Context: an optimization exercise on an open-source flow, tuned for small area and a short achievable clock period. The choices shown serve that exercise and are no tape-out recipe.
The RTL was checked by simulation tests, not by an equivalence proof against the original design.
The flow treats the clock pin as an ideal source. Dropping or thinning the clock tree relies on that and would not hold on a real chip.
No activity file was given, so power comes from the tool's default toggle rates.

Design posl_top, start of the top module:
module posl_top #(parameter W = 128) (A, B, C_in, C_out, S, CLK_50, reset, enable);
Size: ~870 cells after synthesis.
Settings: LEC_CHECK=0, CAP_MARGIN=20, CORE_MARGIN=2, CORE_UTILIZATION=40, SLEW_MARGIN=20, SYNTH_HIERARCHICAL=1, SYNTH_MINIMUM_KEEP_SIZE=0; clock period 52.0 ns.
standard.sh (not shown) runs the stock make flow with config.mk's settings and CLKGATE_MAP_FILE= SYNTH_SCRIPT=/design/flow/synth_recipe.tcl, a recipe that flattens the netlist after the stock synthesis.
==> flow/flow/run.sh <==
#!/bin/bash
# Layout: the standard flow (standard.sh) to placement, with the port
# buffers made buf_1 cells; then the clock tree from flow/cts.tcl in place of
# ORFS's clock tree synthesis; then the standard flow again from global
# routing to the end.  Each tool's output goes to a log file in this folder.
set -euo pipefail
B="BUFFER_PORTS_ARGS=-buffer_cell sky130_fd_sc_hd__buf_1"
bash standard.sh "$B" place > standard_place.log 2>&1
export RD=orfs/results/$FLOW_PLATFORM/posl_top/base
export CTS_MIDS=4 CTS_LEAVES_PER_MID=2
export CTS_MID_CELL=sky130_fd_sc_hd__clkinv_8 CTS_LEAF_CELL=sky130_fd_sc_hd__clkinv_16
openroad -no_init -exit flow/cts.tcl > cts.log 2>&1
mkdir -p orfs/logs/$FLOW_PLATFORM/posl_top/base
cp cts.log orfs/logs/$FLOW_PLATFORM/posl_top/base/4_1_cts.log
bash standard.sh "$B" finish > standard_finish.log 2>&1
==> flow/flow/cts.tcl <==
# Clock tree for this design, built in place of TritonCTS: the clock port
# drives NMID buffers, each of which drives NLEAF leaf buffers, each of which
# drives one cluster of flip-flops.  The clusters come from splitting the
# placed flip-flops in halves at the median, along the wider side, so every
# flip-flop sees the same two buffer stages.
set platform_dir $::env(FLOW_HOME)/platforms/$::env(FLOW_PLATFORM)
set rd $::env(RD)
set nmid $::env(CTS_MIDS)
set nleaf $::env(CTS_LEAVES_PER_MID)
set mid_cell $::env(CTS_MID_CELL)
set leaf_cell $::env(CTS_LEAF_CELL)

read_liberty $platform_dir/lib/sky130_fd_sc_hd__tt_025C_1v80.lib
read_db $rd/3_place.odb
read_sdc $rd/3_place.sdc
source $platform_dir/setRC.tcl

set db [ord::get_db]
set block [ord::get_db_block]
set clk_net [$block findNet CLK_50]

# the clock pins on the clock net, with their locations
set items {}
foreach it [$clk_net getITerms] {
  set inst [$it getInst]
  lassign [$inst getLocation] x y
  set m [$inst getMaster]
  lappend items [list [expr {$x + [$m getWidth] / 2}] [expr {$y + [$m getHeight] / 2}] $it]
}
puts "clock sinks: [llength $items]"

# split items into n groups of nearly equal size: first along the wider
# side into two parts sized in proportion, then each part recursively
proc bisect {items n} {
  if {$n <= 1} { return [list $items] }
  set xs {}; set ys {}
  foreach i $items { lappend xs [lindex $i 0]; lappend ys [lindex $i 1] }
  set xs [lsort -integer $xs]; set ys [lsort -integer $ys]
  set ax [expr {[lindex $xs end] - [lindex $xs 0] >= [lindex $ys end] - [lindex $ys 0] ? 0 : 1}]
  set s [lsort -integer -index $ax $items]
  set n1 [expr {$n / 2}]
  set h [expr {([llength $s] * $n1 + $n / 2) / $n}]
  return [concat [bisect [lrange $s 0 [expr {$h - 1}]] $n1] \
                 [bisect [lrange $s $h end] [expr {$n - $n1}]]]
}

proc centroid {items} {
  set sx 0; set sy 0
  foreach i $items { set sx [expr {$sx + [lindex $i 0]}]; set sy [expr {$sy + [lindex $i 1]}] }
  set n [llength $items]
  return [list [expr {$sx / $n}] [expr {$sy / $n}]]
}

set n 0
proc add_buffer {name master x y in_net} {
  global block
  set inst [odb::dbInst_create $block $master $name]
  set w [$master getWidth]; set h [$master getHeight]
  $inst setLocation [expr {int($x - $w / 2)}] [expr {int($y - $h / 2)}]
  $inst setPlacementStatus PLACED
  set net [odb::dbNet_create $block ${name}_net]
  $net setSigType CLOCK
  foreach it [$inst getITerms] {
    if {[$it isInputSignal]} { $it connect $in_net }
    if {[$it isOutputSignal]} { $it connect $net }
  }
  return [list $inst $net]
}

set mid_master [$db findMaster $mid_cell]
set leaf_master [$db findMaster $leaf_cell]
set mi 0
foreach mg [bisect $items $nmid] {
  set leaves [bisect $mg $nleaf]
  set lc {}
  foreach lg $leaves { lappend lc [concat [centroid $lg] x] }
  lassign [centroid $lc] mx my
  lassign [add_buffer clkmid_$mi $mid_master $mx $my $clk_net] minst mnet
  set li 0
  foreach lg $leaves {
    lassign [centroid $lg] lx ly
    lassign [add_buffer clkleaf_${mi}_$li $leaf_master $lx $ly $mnet] linst lnet
    foreach i $lg {
      set it [lindex $i 2]
      $it disconnect
      $it connect $lnet
    }
    incr li
  }
  incr mi
}
global_connect

set_propagated_clock [all_clocks]
estimate_parasitics -placement
detailed_placement
check_placement -verbose
estimate_parasitics -placement
report_clock_latency
report_check_types -max_slew -max_capacitance -max_fanout -violators
report_worst_slack -max
report_worst_slack -min

write_db $rd/4_1_cts.odb
write_sdc -no_timestamp $rd/4_cts.sdc
==> next run, changes <==
--- a/flow/flow/run.sh
+++ b/flow/flow/run.sh
@@ -10,2 +10,2 @@
-export CTS_MIDS=4 CTS_LEAVES_PER_MID=2
-export CTS_MID_CELL=sky130_fd_sc_hd__clkinv_8 CTS_LEAF_CELL=sky130_fd_sc_hd__clkinv_16
+export CTS_MID_DEPTH=2 CTS_LEAF_DEPTH=2
+export CTS_MID_CELL=sky130_fd_sc_hd__clkbuf_16 CTS_LEAF_CELL=sky130_fd_sc_hd__clkbuf_16
--- a/flow/flow/cts.tcl
+++ b/flow/flow/cts.tcl
@@ -8,2 +8,2 @@
-set nmid $::env(CTS_MIDS)
-set nleaf $::env(CTS_LEAVES_PER_MID)
+set nmid_depth $::env(CTS_MID_DEPTH)
+set nleaf_depth $::env(CTS_LEAF_DEPTH)
@@ -32,4 +32,2 @@
-# split items into n groups of nearly equal size: first along the wider
-# side into two parts sized in proportion, then each part recursively
-proc bisect {items n} {
-  if {$n <= 1} { return [list $items] }
+proc bisect {items depth} {
+  if {$depth == 0} { return [list $items] }
@@ -41,4 +39,3 @@
-  set n1 [expr {$n / 2}]
-  set h [expr {([llength $s] * $n1 + $n / 2) / $n}]
-  return [concat [bisect [lrange $s 0 [expr {$h - 1}]] $n1] \
-                 [bisect [lrange $s $h end] [expr {$n - $n1}]]]
+  set h [expr {[llength $s] / 2}]
+  return [concat [bisect [lrange $s 0 [expr {$h - 1}]] [expr {$depth - 1}]] \
+                 [bisect [lrange $s $h end] [expr {$depth - 1}]]]
@@ -63,4 +60,2 @@
-  foreach it [$inst getITerms] {
-    if {[$it isInputSignal]} { $it connect $in_net }
-    if {[$it isOutputSignal]} { $it connect $net }
-  }
+  [$inst findITerm A] connect $in_net
+  [$inst findITerm X] connect $net
@@ -73,2 +68,2 @@
-foreach mg [bisect $items $nmid] {
-  set leaves [bisect $mg $nleaf]
+foreach mg [bisect $items $nmid_depth] {
+  set leaves [bisect $mg $nleaf_depth]
Outcome: Clock skew is lower by 7.2 ps; worst hold slack is about the same; routed wire length is higher by 0.73%; synthesized area does not change; die area does not change; final area is higher by 1.3%; synthesized cell count stays the same; global-route usage hardly moves; via count is higher by 1.1%.
==> next run, changes <==
--- a/flow/flow/run.sh
+++ b/flow/flow/run.sh
@@ -10,2 +10,2 @@
-export CTS_MID_DEPTH=2 CTS_LEAF_DEPTH=2
-export CTS_MID_CELL=sky130_fd_sc_hd__clkbuf_16 CTS_LEAF_CELL=sky130_fd_sc_hd__clkbuf_16
+export CTS_MIDS=4 CTS_LEAVES_PER_MID=2
+export CTS_MID_CELL=sky130_fd_sc_hd__clkinv_16 CTS_LEAF_CELL=sky130_fd_sc_hd__clkinv_16
--- a/flow/flow/cts.tcl
+++ b/flow/flow/cts.tcl
@@ -8,2 +8,2 @@
-set nmid_depth $::env(CTS_MID_DEPTH)
-set nleaf_depth $::env(CTS_LEAF_DEPTH)
+set nmid $::env(CTS_MIDS)
+set nleaf $::env(CTS_LEAVES_PER_MID)
@@ -32,2 +32,4 @@
-proc bisect {items depth} {
-  if {$depth == 0} { return [list $items] }
+# split items into n groups of nearly equal size: first along the wider
+# side into two parts sized in proportion, then each part recursively
+proc bisect {items n} {
+  if {$n <= 1} { return [list $items] }
@@ -39,3 +41,4 @@
-  set h [expr {[llength $s] / 2}]
-  return [concat [bisect [lrange $s 0 [expr {$h - 1}]] [expr {$depth - 1}]] \
-                 [bisect [lrange $s $h end] [expr {$depth - 1}]]]
+  set n1 [expr {$n / 2}]
+  set h [expr {([llength $s] * $n1 + $n / 2) / $n}]
+  return [concat [bisect [lrange $s 0 [expr {$h - 1}]] $n1] \
+                 [bisect [lrange $s $h end] [expr {$n - $n1}]]]
@@ -60,2 +63,4 @@
-  [$inst findITerm A] connect $in_net
-  [$inst findITerm X] connect $net
+  foreach it [$inst getITerms] {
+    if {[$it isInputSignal]} { $it connect $in_net }
+    if {[$it isOutputSignal]} { $it connect $net }
+  }
@@ -68,2 +73,2 @@
-foreach mg [bisect $items $nmid_depth] {
-  set leaves [bisect $mg $nleaf_depth]
+foreach mg [bisect $items $nmid] {
+  set leaves [bisect $mg $nleaf]
Setup slack is better by 130 ps.
Die area is unchanged.
Sequential share of layout area increases by 0.44 points.
Via count decreases by 0.54%.
Power decreases by 6.6%.
Clock power decreases by 26%.
Wire length decreases by 0.93%.
Area after synthesis stays the same.
Global-route usage stays flat.
Design area decreases by 0.89%.
No run of this note takes its clock network from TritonCTS; it comes from the design's own scripts or RTL.

[static timing again, ports no longer ideal]
The flow's constraints put no driver on any port. The routed layouts listed below were extracted and timed again, unchanged, in two steps. Step 1 sets driving cells, clkbuf_16 on the clock port and buf_2 on the other inputs (assumed; they add their load-dependent delay and slew). Step 2 moves the port delays by t, midway between the first and last clock arrival at a register: inputs arrive t later, outputs are due t later. That takes back most of the time a late clock gives input paths. Three values: ideal ports, drivers, drivers and shift; two values: the first two.
| run | t (ns) | setup WS [ns] | clock arrival spread, ns | worst slew at a driven data input, ns | pins driven straight from the clock port |
|---|---|---|---|---|---|
| the first run | 0.373 | 40.800 / 40.631 / 40.922 | 0.026 / 0.026 | 0.08 | 4 |
| the second run | 0.424 | 40.698 / 40.593 / 40.940 | 0.019 / 0.019 | 0.08 | 4 |
| the third run | 0.400 | 40.828 / 40.599 / 40.939 | 0.027 / 0.027 | 0.08 | 4 |
After both steps setup and hold are still met in every run listed.
